This is an optimization exercise on Yosys and OpenROAD, whose aim is small area, a short achievable clock period and few clock cycles, not a production implementation.
The RTL was checked by simulation tests, not by an equivalence proof against the original design.
No driver is modelled on the clock port, so clock power and skew are understated where the tree is cut down; a real chip needs a root buffer or a tree.
Power and IR drop assume default switching activity.

==> inputs of job 8797 <==
==> flow/design.v <==
module add16 (output [15:0] s, input [15:0] a, input [15:0] b, input cin);
wire [15:0] p0 = a ^ b;
wire g0_0 = a[0] & b[0] | p0[0] & cin;
wire g0_1 = a[1] & b[1];
wire g0_2 = a[2] & b[2];
wire g0_3 = a[3] & b[3];
wire g0_4 = a[4] & b[4];
wire g0_5 = a[5] & b[5];
wire g0_6 = a[6] & b[6];
wire g0_7 = a[7] & b[7];
wire g0_8 = a[8] & b[8];
wire g0_9 = a[9] & b[9];
wire g0_10 = a[10] & b[10];
wire g0_11 = a[11] & b[11];
wire g0_12 = a[12] & b[12];
wire g0_13 = a[13] & b[13];
wire g0_14 = a[14] & b[14];
wire g0_15 = a[15] & b[15];
wire g_1_0 = g0_1 | p0[1] & g0_0;
wire g_3_2 = g0_3 | p0[3] & g0_2;
wire p_3_2 = p0[3] & p0[2];
wire g_5_4 = g0_5 | p0[5] & g0_4;
wire p_5_4 = p0[5] & p0[4];
wire g_7_6 = g0_7 | p0[7] & g0_6;
wire p_7_6 = p0[7] & p0[6];
wire g_9_8 = g0_9 | p0[9] & g0_8;
wire p_9_8 = p0[9] & p0[8];
wire g_11_10 = g0_11 | p0[11] & g0_10;
wire p_11_10 = p0[11] & p0[10];
wire g_13_12 = g0_13 | p0[13] & g0_12;
wire p_13_12 = p0[13] & p0[12];
wire g_15_14 = g0_15 | p0[15] & g0_14;
wire p_15_14 = p0[15] & p0[14];
wire g_3_0 = g_3_2 | p_3_2 & g_1_0;
wire g_7_4 = g_7_6 | p_7_6 & g_5_4;
wire p_7_4 = p_7_6 & p_5_4;
wire g_11_8 = g_11_10 | p_11_10 & g_9_8;
wire p_11_8 = p_11_10 & p_9_8;
wire g_15_12 = g_15_14 | p_15_14 & g_13_12;
wire p_15_12 = p_15_14 & p_13_12;
wire g_7_0 = g_7_4 | p_7_4 & g_3_0;
wire g_15_8 = g_15_12 | p_15_12 & g_11_8;
wire p_15_8 = p_15_12 & p_11_8;
wire g_15_0 = g_15_8 | p_15_8 & g_7_0;
wire g_11_0 = g_11_8 | p_11_8 & g_7_0;
wire g_5_0 = g_5_4 | p_5_4 & g_3_0;
wire g_9_0 = g_9_8 | p_9_8 & g_7_0;
wire g_13_0 = g_13_12 | p_13_12 & g_11_0;
wire g_2_0 = g0_2 | p0[2] & g_1_0;
wire g_4_0 = g0_4 | p0[4] & g_3_0;
wire g_6_0 = g0_6 | p0[6] & g_5_0;
wire g_8_0 = g0_8 | p0[8] & g_7_0;
wire g_10_0 = g0_10 | p0[10] & g_9_0;
wire g_12_0 = g0_12 | p0[12] & g_11_0;
wire g_14_0 = g0_14 | p0[14] & g_13_0;
assign s[0] = p0[0] ^ cin;
assign s[1] = p0[1] ^ g0_0;
assign s[2] = p0[2] ^ g_1_0;
assign s[3] = p0[3] ^ g_2_0;
assign s[4] = p0[4] ^ g_3_0;
assign s[5] = p0[5] ^ g_4_0;
assign s[6] = p0[6] ^ g_5_0;
assign s[7] = p0[7] ^ g_6_0;
assign s[8] = p0[8] ^ g_7_0;
assign s[9] = p0[9] ^ g_8_0;
assign s[10] = p0[10] ^ g_9_0;
assign s[11] = p0[11] ^ g_10_0;
assign s[12] = p0[12] ^ g_11_0;
assign s[13] = p0[13] ^ g_12_0;
assign s[14] = p0[14] ^ g_13_0;
assign s[15] = p0[15] ^ g_14_0;
endmodule
module MU0 ( Addr, Dout, Halted, Rd, Wr, cc, fetch, regC, Clk, Din,
     Reset, srcC );
output  Halted, Rd, Wr, fetch;
input  Clk, Reset;
output [11:0]  Addr;
output [1:0]  cc;
output [15:0]  Dout;
output [15:0]  regC;
input [15:0]  Din;
input [1:0]  srcC;
reg  [15:0] acc;
reg  [11:0] pc;      
reg  [11:0] ra;      
reg  [1:0]  op;      
reg         st;      
reg         hlt;     
reg         rq;      
wire        N = acc[15];
wire        Z = ~|acc;
wire        fc   = ~st & ~hlt;                   
wire [2:0]  f    = Din[14:12];
wire        stp  = &f;
wire        take = f[2] & ~f[0] & (~f[1] | ~Z) |    
               f[2] & ~f[1] & f[0] & ~N;            
wire        is_sta = ~op[1] & op[0];
wire [11:0] pc_n = pc + {11'd0, fc};
wire        en = st & ~is_sta;
wire        ka = ~rq & (op[1] | ~en);       
wire        kb = en;                        
wire        b1 = kb & ~op[0], b0 = kb & op[0];
wire [15:0] bop;
genvar i;
generate for (i = 0; i < 16; i = i + 1) begin : bsel
  assign bop[i] = Din[i] ? b1 : b0;
end endgenerate
wire [15:0] alu;
add16 u_add (.s(alu), .a(acc & {16{ka}}),
             .b(bop), .cin(op[0] & kb));
always @(posedge Clk or posedge Reset)
  if (Reset) begin
    pc  <= 12'd0;
    st  <= 1'b0;
    hlt <= 1'b0;
  end else begin
    st  <= fc & ~f[2];
    hlt <= hlt | fc & stp;
    pc  <= fc & (~f[2] | take) ? Din[11:0] : st ? ra : pc_n;
  end
always @(posedge Clk or posedge Reset)
  if (Reset) rq <= 1'b1;
  else       rq <= 1'b0;
always @(posedge Clk) begin
  acc <= alu;
  ra <= pc_n;
  op <= Din[13:12];
end
assign Addr   = pc;
assign Dout   = acc;
assign Rd     = ~Reset & ~hlt & ~(st & is_sta);
assign fetch  = ~Reset & fc;
assign Wr     = st & is_sta;
assign Halted = hlt;
assign cc     = {N, Z};
assign regC   = srcC[1] ? {14'd0, N, Z} :
                srcC[0] ? {4'd0, pc} : acc;
endmodule
==> flow/flow/run.sh <==
#!/bin/bash
# Standard ORFS layout in parts:
#  1. the standard synthesis; flow/remap.sh then re-maps its combinational
#     logic for area (flip-flops unchanged);
#  2. floorplan and placement; flow/size_io.tcl then sizes the port buffers
#     on the paths from the inputs straight to the outputs (srcC to regC,
#     Reset to Rd and fetch);
#  3. clock tree, routing and the rest.
# Each step's full output is in its own .log file here.
# Ports are buffered with buf_1; timing repair aims at a 5.3 ns setup margin.
set -euo pipefail
K=("SETUP_SLACK_MARGIN=5.3" "BUFFER_PORTS_ARGS=-buffer_cell sky130_fd_sc_hd__buf_1" "CTS_ARGS=-sink_clustering_enable -repair_clock_nets -dont_use_dummy_load -buf_list sky130_fd_sc_hd__clkbuf_8")
R=orfs/results/$FLOW_PLATFORM/MU0/base
bash standard.sh "${K[@]}" synth > standard_synth.log 2>&1
cp $R/1_2_yosys.v standard_1_2_yosys.v
bash flow/remap.sh standard_1_2_yosys.v $R/1_2_yosys.v > remap.log 2>&1
rm -f $R/1_synth.odb $R/1_synth.sdc
bash standard.sh "${K[@]}" place > standard_place.log 2>&1
openroad -no_init -exit flow/size_io.tcl > size_io.log 2>&1
bash standard.sh "${K[@]}" finish > standard_finish.log 2>&1
==> flow/flow/cellmodels.py <==
#!/usr/bin/env python3
"""Write Verilog models of the combinational cells of a liberty file, from
their function attributes (for re-mapping a mapped netlist with ABC).
usage: cellmodels.py LIB > models.v"""
import re, sys
s = open(sys.argv[1]).read()
out = []
for m in re.finditer(r'\n\s*cell\s*\(\s*"?(\w+)"?\s*\)\s*\{', s):
    name = m.group(1)
    # the cell body: up to the next cell
    start = m.end()
    nxt = re.search(r'\n\s*cell\s*\(', s[start:])
    body = s[start:start + nxt.start()] if nxt else s[start:]
    if re.search(r'\b(ff|latch|statetable)\s*\(', body):
        continue
    pins = re.findall(r'\n\s*pin\s*\(\s*"?(\w+)"?\s*\)\s*\{(.*?)\n\s*\}', body, re.S)
    ins, outs = [], []
    for pn, pb in pins:
        d = re.search(r'direction\s*:\s*"?(\w+)"?', pb)
        if not d:
            continue
        if d.group(1) == 'input':
            ins.append(pn)
        elif d.group(1) == 'output':
            f = re.search(r'function\s*:\s*"([^"]*)"', pb)
            if not f:
                outs = None
                break
            outs.append((pn, f.group(1)))
    if not outs or not ins:
        continue
    ports = ins + [o for o, _ in outs]
    out.append("module %s (%s);" % (name, ", ".join(ports)))
    for i in ins:
        out.append("  input %s;" % i)
    for o, f in outs:
        e = f.replace('!', '~').replace('*', '&').replace('+', '|')
        out.append("  output %s;\n  assign %s = %s;" % (o, o, e))
    out.append("endmodule")
print("\n".join(out))
==> flow/flow/remap.abc <==
strash
dch -f
amap
topo
==> flow/flow/remap.sh <==
#!/bin/bash
# Re-map the combinational logic of the standard synthesis netlist with ABC
# for area (flow/remap.abc). The flip-flops stay the cells and names the
# standard synthesis gave them: the combinational cells are read as their
# liberty functions and flattened into gates, while the flip-flops and tie
# cells stay black boxes, and ABC maps only the gates. The multiplexers
# that srcC selects regC with (mux2i and nor2 cells between srcC and regC)
# are kept as the standard synthesis mapped them, for speed.
# usage: flow/remap.sh NETLIST_IN NETLIST_OUT
set -euo pipefail
LIB=$FLOW_HOME/platforms/$FLOW_PLATFORM/lib/sky130_fd_sc_hd__tt_025C_1v80.lib
python3 flow/cellmodels.py $LIB > remap_models.v
cat > remap.ys <<EOY
read_verilog remap_models.v
read_liberty -lib -ignore_redef $LIB
read_verilog $1
hierarchy -top $FLOW_TOP
cd $FLOW_TOP
select -set fwd w:srcC %co5
select -set bwd w:regC %ci5
select -set keep @fwd @bwd %i t:sky130_fd_sc_hd__mux2i* t:sky130_fd_sc_hd__nor2_* %u %i
setattr -set keep_hierarchy 1 @keep
cd
flatten
opt -purge
techmap
opt -fast -purge
abc -liberty $LIB -script flow/remap.abc -dont_use *probe* -dont_use *lpflow*
opt_clean -purge
blackbox sky130_fd_sc_hd__*
stat -liberty $LIB
write_verilog -noattr -nohex -nodec $2
EOY
yosys -l remap_yosys.log remap.ys > /dev/null
==> flow/flow/size_io.tcl <==
set ::sizes {regC* sky130_fd_sc_hd__buf_2 Halted sky130_fd_sc_hd__buf_2 Rd sky130_fd_sc_hd__buf_2 fetch sky130_fd_sc_hd__buf_2 srcC* sky130_fd_sc_hd__buf_4}
# Resize the port buffers of the input-to-output paths in the placed design,
# then legalise the placement again.
set p $::env(FLOW_HOME)/platforms/$::env(FLOW_PLATFORM)
set r orfs/results/$::env(FLOW_PLATFORM)/MU0/base
read_lef $p/lef/sky130_fd_sc_hd.tlef
read_lef $p/lef/sky130_fd_sc_hd_merged.lef
read_liberty $p/lib/sky130_fd_sc_hd__tt_025C_1v80.lib
read_db $r/3_place.odb
read_sdc $r/3_place.sdc
source $p/setRC.tcl
estimate_parasitics -placement
report_checks -path_delay max -group_path_count 5 -format end
# the buffer on a port: the cell its net drives (input) or is driven by (output)
proc size_port {pattern cell} {
  set block [ord::get_db_block]
  foreach bt [$block getBTerms] {
    set name [$bt getName]
    if {![string match $pattern $name]} continue
    set want [expr {[$bt getIoType] eq "OUTPUT" ? "OUTPUT" : "INPUT"}]
    foreach it [[$bt getNet] getITerms] {
      if {[$it getIoType] ne $want} continue
      set inst [[$it getInst] getName]
      puts "$name: $inst [[[$it getInst] getMaster] getName] -> $cell"
      replace_cell [get_cells $inst] $cell
    }
  }
}
foreach {port cell} $::sizes { size_port $port $cell }
estimate_parasitics -placement
report_checks -path_delay max -group_path_count 5 -format end
report_checks -path_delay max
detailed_placement
check_placement -verbose
write_db $r/3_place.odb
==> flow/standard.sh <==
#!/bin/bash
# synth_recipe.tcl (not shown) runs the flow's synth.tcl, then flattens the netlist and writes it again
# the make line also repeats each setting of config.mk as NAME=value (left out here)
make -C /OpenROAD-flow-scripts/flow DESIGN_CONFIG=/design/flow/config.mk WORK_HOME=/design/flow/orfs CLKGATE_MAP_FILE= SYNTH_SCRIPT=/design/flow/synth_recipe.tcl "${@:-finish}"
==> flow/config.mk <==
export PLATFORM = sky130hd
export DESIGN_NAME = MU0
export DESIGN_NICKNAME = MU0
export VERILOG_FILES = /design/flow/design.v
export SDC_FILE = /design/flow/constraint.sdc
export NUM_CORES = 4
export LEC_CHECK = 0
export CAP_MARGIN = 20
export CORE_MARGIN = 2
export CORE_UTILIZATION = 55
export SLEW_MARGIN = 20
==> flow/constraint.sdc <==
create_clock -name core_clock -period 10.0 [get_ports {Clk}]
set_input_delay 2.0000 -clock core_clock [delete_from_list [all_inputs] [get_ports {Clk}]]
set_output_delay 2.0000 -clock core_clock [all_outputs]
set_load 0.01 [all_outputs]
==> inputs of job 3882, as changes to job 8797 <==
--- a/flow/flow/run.sh
+++ b/flow/flow/run.sh
@@ -7,3 +7,5 @@
 #     Reset to Rd and fetch);
-#  3. clock tree, routing and the rest.
+#  3. clock tree synthesis; flow/clock_tree.tcl then replaces the tree with
+#     three clock buffers, each driving a cluster of the flip-flops;
+#  4. routing and the rest.
 # Each step's full output is in its own .log file here.
@@ -19,2 +21,4 @@
 openroad -no_init -exit flow/size_io.tcl > size_io.log 2>&1
+bash standard.sh "${K[@]}" cts > standard_cts.log 2>&1
+FLOW_CLOCK_PORT=Clk CLOCK_BUF=sky130_fd_sc_hd__clkbuf_8 CLOCK_NBUF=3 openroad -no_init -exit flow/clock_tree.tcl > clock_tree.log 2>&1
 bash standard.sh "${K[@]}" finish > standard_finish.log 2>&1
==> flow/flow/clock_tree.tcl (new file) <==
# Replace the clock tree that CTS built with CLOCK_NBUF clock buffers
# (CLOCK_BUF), each driving one cluster of the flip-flops and placed at its
# centre, all driven by the clock port; then legalise.
set p $::env(FLOW_HOME)/platforms/$::env(FLOW_PLATFORM)
set r orfs/results/$::env(FLOW_PLATFORM)/MU0/base
read_lef $p/lef/sky130_fd_sc_hd.tlef
read_lef $p/lef/sky130_fd_sc_hd_merged.lef
read_liberty $p/lib/sky130_fd_sc_hd__tt_025C_1v80.lib
read_db $r/4_cts.odb
read_sdc $r/4_cts.sdc
source $p/setRC.tcl
set_propagated_clock [all_clocks]
estimate_parasitics -placement
report_clock_skew
report_checks -path_delay max -group_path_count 3 -format end

set db [ord::get_db]
set block [ord::get_db_block]
set clk [$block findNet $::env(FLOW_CLOCK_PORT)]
# the flip-flop clock pins, and the cells between them and the clock port
set sinks {}
set tree {}
proc walk {net} {
  foreach it [$net getITerms] {
    if {[$it isOutputSignal]} continue
    set inst [$it getInst]
    set m [[$inst getMaster] getName]
    if {[string match "*clkbuf*" $m] || [string match "*clkinv*" $m] || [string match "*bufinv*" $m]} {
      lappend ::tree $inst
      foreach o [$inst getITerms] {
        if {[$o isOutputSignal] && [$o getNet] ne "NULL"} { walk [$o getNet] }
      }
    } else {
      lappend ::sinks $it
    }
  }
}
walk $clk
puts "clock tree cells: [llength $tree], sinks: [llength $sinks]"
foreach it $sinks {
  if {![string match "*df*" [[[$it getInst] getMaster] getName]]} { error "unexpected clock sink [[$it getInst] getName]" }
}
set nets {}
foreach inst $tree {
  foreach o [$inst getITerms] {
    if {[$o isOutputSignal] && [$o getNet] ne "NULL"} { lappend nets [$o getNet] }
  }
}
foreach it $sinks { $it disconnect }
foreach inst $tree { odb::dbInst_destroy $inst }
foreach n $nets { odb::dbNet_destroy $n }

set master [$db findMaster $::env(CLOCK_BUF)]
set k $::env(CLOCK_NBUF)
# sink positions
set pts {}
foreach it $sinks {
  set b [[$it getInst] getBBox]
  lappend pts [list [expr {([$b xMin] + [$b xMax]) / 2.0}] [expr {([$b yMin] + [$b yMax]) / 2.0}]]
}
# k-means, started from sinks spread along x
set order [lsort -real -index 0 [lmap q $pts {set q}]]
set cent {}
for {set c 0} {$c < $k} {incr c} {
  lappend cent [lindex $order [expr {int(($c + 0.5) * [llength $order] / $k)}]]
}
for {set iter 0} {$iter < 50} {incr iter} {
  set asg {}
  foreach q $pts {
    set best 0; set bd 1e30
    for {set c 0} {$c < $k} {incr c} {
      set d [expr {abs([lindex $q 0] - [lindex $cent $c 0]) + abs([lindex $q 1] - [lindex $cent $c 1])}]
      if {$d < $bd} { set bd $d; set best $c }
    }
    lappend asg $best
  }
  set new {}
  for {set c 0} {$c < $k} {incr c} {
    set sx 0; set sy 0; set n 0
    foreach q $pts a $asg { if {$a == $c} { set sx [expr {$sx + [lindex $q 0]}]; set sy [expr {$sy + [lindex $q 1]}]; incr n } }
    if {$n == 0} { lappend new [lindex $cent $c] } else { lappend new [list [expr {$sx / $n}] [expr {$sy / $n}]] }
  }
  set cent $new
}
for {set c 0} {$c < $k} {incr c} {
  set buf [odb::dbInst_create $block $master clkbuf_root_$c]
  set net [odb::dbNet_create $block clknet_root_$c]
  $net setSigType CLOCK
  [$buf findITerm A] connect $clk
  [$buf findITerm X] connect $net
  set n 0
  foreach it $sinks a $asg { if {$a == $c} { $it connect $net; incr n } }
  puts "clock buffer $c: $n flip-flops at [lindex $cent $c]"
  $buf setLocation [expr {int([lindex $cent $c 0])}] [expr {int([lindex $cent $c 1])}]
  $buf setPlacementStatus PLACED
}
detailed_placement
check_placement -verbose
estimate_parasitics -placement
report_clock_skew
report_checks -path_delay max -group_path_count 3 -format end
report_check_types -max_slew -max_capacitance -violators
write_db $r/4_cts.odb
--- a/flow/flow/remap.sh
+++ b/flow/flow/remap.sh
@@ -5,5 +5,5 @@
 # liberty functions and flattened into gates, while the flip-flops and tie
-# cells stay black boxes, and ABC maps only the gates. The multiplexers
-# that srcC selects regC with (mux2i and nor2 cells between srcC and regC)
-# are kept as the standard synthesis mapped them, for speed.
+# cells stay black boxes, and ABC maps only the gates. The cells on the
+# short paths from the inputs straight to the outputs (srcC to regC, Reset
+# to Rd and fetch) are kept as the standard synthesis mapped them.
 # usage: flow/remap.sh NETLIST_IN NETLIST_OUT
@@ -18,5 +18,5 @@
 cd $FLOW_TOP
-select -set fwd w:srcC %co5
-select -set bwd w:regC %ci5
-select -set keep @fwd @bwd %i t:sky130_fd_sc_hd__mux2i* t:sky130_fd_sc_hd__nor2_* %u %i
+select -set fwd w:srcC w:Reset %u w:Din %u %co3
+select -set bwd w:regC w:Halted %u w:Rd %u w:fetch %u %ci3
+select -set keep @fwd @bwd %i t:sky130_fd_sc_hd__df* %d
 setattr -set keep_hierarchy 1 @keep
--- a/flow/flow/size_io.tcl
+++ b/flow/flow/size_io.tcl
@@ -1,2 +1,2 @@
-set ::sizes {regC* sky130_fd_sc_hd__buf_2 Halted sky130_fd_sc_hd__buf_2 Rd sky130_fd_sc_hd__buf_2 fetch sky130_fd_sc_hd__buf_2 srcC* sky130_fd_sc_hd__buf_4}
+set ::sizes {regC* sky130_fd_sc_hd__buf_2 srcC* sky130_fd_sc_hd__buf_4}
 # Resize the port buffers of the input-to-output paths in the placed design,
==> inputs of job 8279, as changes to job 8797 <==
--- a/flow/flow/remap.sh
+++ b/flow/flow/remap.sh
@@ -5,5 +5,5 @@
 # liberty functions and flattened into gates, while the flip-flops and tie
-# cells stay black boxes, and ABC maps only the gates. The multiplexers
-# that srcC selects regC with (mux2i and nor2 cells between srcC and regC)
-# are kept as the standard synthesis mapped them, for speed.
+# cells stay black boxes, and ABC maps only the gates. The cells on the
+# short paths from the inputs straight to the outputs (srcC to regC, Reset
+# to Rd and fetch) are kept as the standard synthesis mapped them.
 # usage: flow/remap.sh NETLIST_IN NETLIST_OUT
@@ -18,5 +18,5 @@
 cd $FLOW_TOP
-select -set fwd w:srcC %co5
-select -set bwd w:regC %ci5
-select -set keep @fwd @bwd %i t:sky130_fd_sc_hd__mux2i* t:sky130_fd_sc_hd__nor2_* %u %i
+select -set fwd w:srcC w:Reset %u w:Din %u %co3
+select -set bwd w:regC w:Halted %u w:Rd %u w:fetch %u %ci3
+select -set keep @fwd @bwd %i t:sky130_fd_sc_hd__df* %d
 setattr -set keep_hierarchy 1 @keep
- CORE_UTILIZATION: 55 -> 65
==> results.txt <==
quantity                                                              job 8797      job 3882      job 8279
Post-CTS setup repair buffer count                                           0             0             1
Core area                                                           4060 sq um    4030 sq um    3390 sq um
Worst setup path endpoint                                              regC[1]       regC[2]       regC[0]
Internal Power                                                          370 uW        341 uW        359 uW
Met3 Resource Use GR                                                    0.0509        0.0365        0.0458
Number of global-route vias before repair                                2,244         2,190         2,249
Area growth from synthesis to layout                                     22.7%         19.3%         20.5%
Met1 track utilization from global routing                               0.341         0.375         0.403
Clock buf count                                                              5             -             5
Height of the die                                                 69.3 microns  69.1 microns  63.9 microns
Buffers, non-clock                                                          76             -            71
Fraction of power consumed by the clock network                          0.173         0.139         0.178
Wire length on met1                                                    2.71 mm       2.89 mm       2.71 mm
Number of cells traversed by the worst register-to-register path            22            19            19
Clock latency on the worst-skew pair                                    300 ps        180 ps        300 ps
Tap cells                                                                   50            50            46
Hpwl dp                                                                4.43 mm       4.51 mm       4.44 mm
Die Width                                                         69.3 microns  69.1 microns  63.9 microns
Outcome                                               timing/DRC/antenna clean  timing/DRC/antenna clean  timing/DRC/antenna clean
Per-instance average area after synthesis                           7.63 sq um    7.39 sq um    7.39 sq um
Post-Syn Area                                                       2340 sq um    2330 sq um    2330 sq um
Final critical-path setup slack                                        5340 ps       5340 ps       5320 ps
Worst hold slack after final layout                                     469 ps        454 ps        454 ps
Testbench counts of job 8797, summed over its fixed seeds: cycles 63,739.
Testbench counts of job 3882, summed over its fixed seeds: cycles 63,739.
Testbench counts of job 8279, summed over its fixed seeds: cycles 63,739.
The clock cells of job 3882 come from the design's own scripts or RTL, not from TritonCTS.

re-timing with driven ports:
Ports are ideal in the flow. The routed layouts listed here were re-timed in OpenROAD. Step 1 (the two cells are an assumption about what drives the block):
set clk [get_ports {Clk}]
set_driving_cell -lib_cell sky130_fd_sc_hd__clkbuf_16 $clk
set_driving_cell -lib_cell sky130_fd_sc_hd__buf_2 [delete_from_list [all_inputs] $clk]
Step 2 adds t to the input delays and takes it off the output delays; t is the mean of the earliest and latest rising clock arrival at the registers after step 1. Input paths then give back, and output paths get back, about the clock's delay inside the block. Three values: no drivers, after step 1, after step 2; two values: the first two.
run	t, ns	slack for setup (ns)	worst setup path after step 2
job 8797	0.320	5.340 / 5.298 / 5.201	input to register
job 3882	0.202	5.337 / 5.296 / 5.296	input to output
job 8279	0.321	5.315 / 5.283 / 5.276	input to register
After both steps every run listed still meets setup and hold. For job 8797, which loses most, drivers alone change the setup slack by -0.042 ns; drivers and shift together by -0.139 ns.
